This design comes from an exercise in tuning for small area, a short achievable clock period and few clock cycles per item on the open sky130 flow, not from production work.
RTL that was checked went through simulation tests only; none was proved equivalent to the original.
Power figures rest on the tool's default switching activity, not on a simulated workload.

rev 12:
## multiplier_1
module multiplier_1(
    input clk,
    input res_n,
    input start,
    output reg done,
    input [15:0] arg1,
    input [15:0] arg2,
    output reg [31:0] product
    );
clock: 5.0 ns
lec_check: 0
cap_margin: 20
core_margin: 2
core_utilization: 55
place_density: 0.75
setup_slack_margin: 1.3
slew_margin: 20
synth_hierarchical: 1
standard.sh (not shown) runs the stock make flow with config.mk's settings and CLKGATE_MAP_FILE= SYNTH_SCRIPT=/design/flow/synth_recipe.tcl, a recipe that flattens the netlist after the stock synthesis.
==> flow/flow/run.sh <==
#!/bin/bash
# The standard layout, with every port buffered by the smallest buffer
# (sky130_fd_sc_hd__buf_1) and a leaner clock tree.
set -euo pipefail
bash standard.sh BUFFER_PORTS_ARGS="-buffer_cell sky130_fd_sc_hd__buf_1" CTS_ARGS="-sink_clustering_enable -repair_clock_nets -dont_use_dummy_load -buf_list sky130_fd_sc_hd__clkbuf_8" > standard.log 2>&1
### rev 12 -> rev 13
-- flow/design.v --
<<< rev 12, line 12
    reg [7:0] LS, LC;              
    reg [7:0] L;                   
    wire [23:0] hp, hg, hc;
    mul_pg #(24) upg (.a({S[15:0], LS}), .b({C[15:0], LC}), .p(hp), .g(hg));
    mul_pfx #(24) upfx (.p(hp), .g(hg), .c(hc));
    wire [23:0] hi = ~(hp ^ hc);
    wire lc = hi[8] ^ S[0] ^ C[0];    
    wire [7:1] x = busy ? arg2[15:9] : arg2[7:1];
>>> rev 13, line 12
    reg [7:0] LS, LC;              
    reg [7:0] L;                   
    wire [24:0] hp, hg, hc;
    mul_pg #(25) upg (.a({S, LS}), .b({C, LC}), .p(hp), .g(hg));
    mul_pfx #(25, 5) upfx (.p(hp), .g(hg), .c(hc));
    wire [24:0] hi = ~(hp ^ hc);
    wire lc = hi[8] ^ S[0] ^ C[0];    
    wire [7:1] x = busy ? arg2[15:9] : arg2[7:1];
<<< rev 12, line 395
    assign g = {a[N-1:1] & b[N-1:1], a[0] | b[0]};
endmodule
module mul_pfx #(parameter N = 8) (input [N-1:0] p, input [N-1:0] g, output [N-1:0] c);
    localparam L = $clog2(N);
    wire [N-1:0] gg [0:L];
    wire [N-1:0] pp [0:L];
>>> rev 13, line 395
    assign g = {a[N-1:1] & b[N-1:1], a[0] | b[0]};
endmodule
module mul_pfx #(parameter N = 8, parameter L = 3) (input [N-1:0] p, input [N-1:0] g, output [N-1:0] c);
    wire [N-1:0] gg [0:L];
    wire [N-1:0] pp [0:L];
==> comparison <==
Rev 13 closes out successfully: all stages finished, all timing, DRC and antenna checks passed. Run comparison: rev 13 launching element of the worst setup path S[1]; rev 12 launching element of the worst setup path LS[1]. On maximum clock frequency, the higher figure sits with rev 12, not rev 13. Between rev 13 and rev 12, it is rev 13 whose floorplan row count is lower, by 2.6%. NOTE wire length rev 12->rev 13 increased slightly. From rev 12 to rev 13 the numbers moved as follows: met3 wirelength from detailed routing shows an increase of about 9%; sequential power shows no meaningful change; global-route met2 utilization went up 5.1 points; tap cell count saw a decrease. Relative to rev 12, the total combinational power of rev 13 is lower by about 5%. Looking at minimum setup slack in the final design across both flows, rev 13 is the weaker of the two, with rev 12 ahead. Rev 13: core utilization higher than rev 12. Relative to rev 12, final design area excluding fillers decreased by 0.92% in rev 13. Total power: rev 13 better than rev 12. Relative to rev 12, count of mapped cells out of synthesis has decreased by 6.7% in rev 13.
Testbench counts of rev 13, summed over its fixed seeds: cycles 568, items 192.
Function not checked in rev 12: the RTL went through the layout flow alone.

multiplier_1, a different RTL version from the one above (not shown whole).
Size: ~520 cells after synthesis.
export LEC_CHECK = 0
export CAP_MARGIN = 20
export CORE_MARGIN = 2
export CORE_UTILIZATION = 55
export PLACE_DENSITY = 0.75
export SETUP_SLACK_MARGIN = 1.4
export SLEW_MARGIN = 20
export SYNTH_HIERARCHICAL = 1
create_clock -name core_clock -period 5.0 [get_ports {clk}]
Scripts as last shown in full above: flow/flow/run.sh
Change:
--- a/flow/design.v
+++ b/flow/design.v
@@ -5,22 +5,22 @@
     output reg done,
     input [15:0] arg1,
     input [15:0] arg2,
     output reg [31:0] product
     );
     reg busy;                      
     reg [16:0] S, C;               
     reg [7:0] LS, LC;              
     reg [7:0] L;                   
-    wire [24:0] hp, hg, hc;
-    mul_pg #(25) upg (.a({S, LS}), .b({C, LC}), .p(hp), .g(hg));
-    mul_pfx #(25) upfx (.p(hp), .g(hg), .c(hc));
-    wire [24:0] hi = ~(hp ^ hc);
+    wire [23:0] hp, hg, hc;
+    mul_pg #(24) upg (.a({S[15:0], LS}), .b({C[15:0], LC}), .p(hp), .g(hg));
+    mul_pfx #(24, 5) upfx (.p(hp), .g(hg), .c(hc));
+    wire [23:0] hi = ~(hp ^ hc);
     wire lc = hi[8] ^ S[0] ^ C[0];    
     wire [7:1] x = busy ? arg2[15:9] : arg2[7:1];
     wire [16:0] i0 = busy ? S : ~{1'b0, arg2[0] ? arg1 : 16'd0};
     wire [16:0] i1 = busy ? C : ~{arg2[8] ? arg1[8:0] : 9'd0, 8'd0};
     wire [6:0] e = ~(busy ? 7'd0 : arg2[8] ? arg1[15:9] : 7'd0);
     wire aci = ~(busy & lc);
     wire [15:0] pp1 = ~(x[1] ? arg1 : 16'd0);
     wire [15:0] pp2 = ~(x[2] ? arg1 : 16'd0);
     wire [15:0] pp3 = ~(x[3] ? arg1 : 16'd0);
@@ -388,31 +388,30 @@
             LC <= rb[7:0];
             L <= hi[7:0];
         end
     end
 endmodule
 module mul_pg #(parameter N = 8) (input [N-1:0] a, input [N-1:0] b, output [N-1:0] p, output [N-1:0] g);
     assign p = a ^ b;
     assign g = {a[N-1:1] & b[N-1:1], a[0] | b[0]};
 endmodule
-module mul_pfx #(parameter N = 8) (input [N-1:0] p, input [N-1:0] g, output [N-1:0] c);
-    localparam L = $clog2(N);
+module mul_pfx #(parameter N = 8, parameter L = 3) (input [N-1:0] p, input [N-1:0] g, output [N-1:0] c);
     wire [N-1:0] gg [0:L];
     wire [N-1:0] pp [0:L];
     assign gg[0] = g;
     assign pp[0] = {p[N-1:1], 1'b0};
     genvar k, i;
     generate
         for (k = 0; k < L; k = k + 1) begin : lvl
             for (i = 0; i < N; i = i + 1) begin : bt
-                if (i >= (1 << k)) begin : op
-                    assign gg[k+1][i] = gg[k][i] | (pp[k][i] & gg[k][i - (1 << k)]);
-                    assign pp[k+1][i] = pp[k][i] & pp[k][i - (1 << k)];
+                if ((i >> k) & 1) begin : op
+                    assign gg[k+1][i] = gg[k][i] | (pp[k][i] & gg[k][((i >> k) << k) - 1]);
+                    assign pp[k+1][i] = pp[k][i] & pp[k][((i >> k) << k) - 1];
                 end else begin : thru
                     assign gg[k+1][i] = gg[k][i];
                     assign pp[k+1][i] = pp[k][i];
                 end
             end
         end
     endgenerate
     assign c = {gg[L][N-2:0], 1'b1};
 endmodule
Result: Non-clock buffer count shrinks by 16. Area after synthesis stays flat. Wire length fell by about 1.4%. First-iteration DRC count falls by about 11%. Critical path depth fell by 1. Global-route usage decreases by 1.0 points. Power came out lower by 6.9%. Clock power goes down by about 3%.
Testbench counts after the change, summed over its fixed seeds: cycles 568, items 192.
For the first run of this note, only the layout was checked, not whether the RTL still works.

Another version of the RTL of multiplier_1 (not shown whole).
For scale: ~58 flip-flops, about 68 I/O pins, roughly 0.0065 mm² of cells after synthesis.
Settings: LEC_CHECK=0, CAP_MARGIN=20, CORE_MARGIN=2, CORE_UTILIZATION=55, PLACE_DENSITY=0.75, SETUP_SLACK_MARGIN=1.2, SLEW_MARGIN=20, SYNTH_HIERARCHICAL=1; clock period 5.0 ns.
Scripts as last shown in full above: flow/flow/run.sh
Testbench counts at the start, summed over its fixed seeds: cycles 568, items 192.
Rerun with:
--- a/flow/design.v
+++ b/flow/design.v
@@ -2,25 +2,28 @@
     input clk,
     input res_n,
     input start,
     output reg done,
     input [15:0] arg1,
     input [15:0] arg2,
     output reg [31:0] product
     );
     reg busy;                      
     reg [16:0] S, C;               
     reg [7:0] LS, LC;              
     reg [7:0] L;                   
-    wire [24:0] hi = ~({S, LS} + {C, LC} + 1'b1);
+    wire [23:0] hp, hg, hc;
+    mul_pg #(24) upg (.a({S[15:0], LS}), .b({C[15:0], LC}), .p(hp), .g(hg));
+    mul_pfx #(24, 5) upfx (.p(hp), .g(hg), .c(hc));
+    wire [23:0] hi = ~(hp ^ hc);
     wire lc = hi[8] ^ S[0] ^ C[0];    
     wire [7:1] x = busy ? arg2[15:9] : arg2[7:1];
     wire [16:0] i0 = busy ? S : ~{1'b0, arg2[0] ? arg1 : 16'd0};
     wire [16:0] i1 = busy ? C : ~{arg2[8] ? arg1[8:0] : 9'd0, 8'd0};
     wire [6:0] e = ~(busy ? 7'd0 : arg2[8] ? arg1[15:9] : 7'd0);
     wire aci = ~(busy & lc);
     wire [15:0] pp1 = ~(x[1] ? arg1 : 16'd0);
     wire [15:0] pp2 = ~(x[2] ? arg1 : 16'd0);
     wire [15:0] pp3 = ~(x[3] ? arg1 : 16'd0);
     wire [15:0] pp4 = ~(x[4] ? arg1 : 16'd0);
     wire [15:0] pp5 = ~(x[5] ? arg1 : 16'd0);
     wire [15:0] pp6 = ~(x[6] ? arg1 : 16'd0);
@@ -378,15 +381,40 @@
             end else if (start)
                 busy <= 1'b1;
         end
         if (!done) begin
             S <= ra[24:8];
             C <= rb[24:8];
             LS <= ra[7:0];
             LC <= rb[7:0];
             L <= hi[7:0];
         end
     end
 endmodule
+module mul_pg #(parameter N = 8) (input [N-1:0] a, input [N-1:0] b, output [N-1:0] p, output [N-1:0] g);
+    assign p = a ^ b;
+    assign g = {a[N-1:1] & b[N-1:1], a[0] | b[0]};
+endmodule
+module mul_pfx #(parameter N = 8, parameter L = 3) (input [N-1:0] p, input [N-1:0] g, output [N-1:0] c);
+    wire [N-1:0] gg [0:L];
+    wire [N-1:0] pp [0:L];
+    assign gg[0] = g;
+    assign pp[0] = {p[N-1:1], 1'b0};
+    genvar k, i;
+    generate
+        for (k = 0; k < L; k = k + 1) begin : lvl
+            for (i = 0; i < N; i = i + 1) begin : bt
+                if (i >= (1 << k)) begin : op
+                    assign gg[k+1][i] = gg[k][i] | (pp[k][i] & gg[k][i - (1 << k)]);
+                    assign pp[k+1][i] = pp[k][i] & pp[k][i - (1 << k)];
+                end else begin : thru
+                    assign gg[k+1][i] = gg[k][i];
+                    assign pp[k+1][i] = pp[k][i];
+                end
+            end
+        end
+    endgenerate
+    assign c = {gg[L][N-2:0], 1'b1};
+endmodule
 module mul_fa(input a, input b, input c, output s, output co);
     assign {co, s} = a + b + c;
 endmodule
Outcome: Worst hold slack gets worse by 0.018 ns; via count drops by 4.1%; synthesized area drops by 2.7%; flip-flop and latch count stays the same; design area drops by 2.7%; worst setup slack gets worse by 0.0062 ns.
Testbench counts after the change, summed over its fixed seeds: cycles 568, items 192.

==> what the ideal ports hide <==
No port has a modelled driver above. Below, the same layouts with a new extraction and two added sets of constraints. Step 1 assumes that a clkbuf_16 drives the clock port and a buf_2 every other input. Step 2 adds t to the input delays and takes it off the output delays; t is the mean of the earliest and latest rising clock arrival at the registers after step 1. Input paths then give back, and output paths get back, about the clock's delay inside the block. Slacks: ideal / step 1 / step 2; pairs: ideal / step 1.
run | t, ns | slack for setup (ns) | hold slack, ns
rev 12 | 0.374 | 1.370 / 1.338 / 1.066 | 0.524 / 0.524 / 0.524
rev 13 | 0.360 | 1.245 / 1.209 / 1.003 | 0.516 / 0.516 / 0.516
the first run of note 2 | 0.380 | 1.248 / 1.214 / 1.108 | 0.522 / 0.522 / 0.522
the second run of note 2 | 0.362 | 1.441 / 1.411 / 1.100 | 0.540 / 0.540 / 0.540
the first run of note 3 | 0.370 | 1.287 / 1.255 / 0.975 | 0.531 / 0.531 / 0.531
the second run of note 3 | 0.390 | 1.281 / 1.247 / 0.950 | 0.512 / 0.512 / 0.512
After both steps setup and hold are still met in every run listed. For the second run of note 2, which loses most, drivers alone change the setup slack by -0.030 ns; drivers and shift together by -0.341 ns.
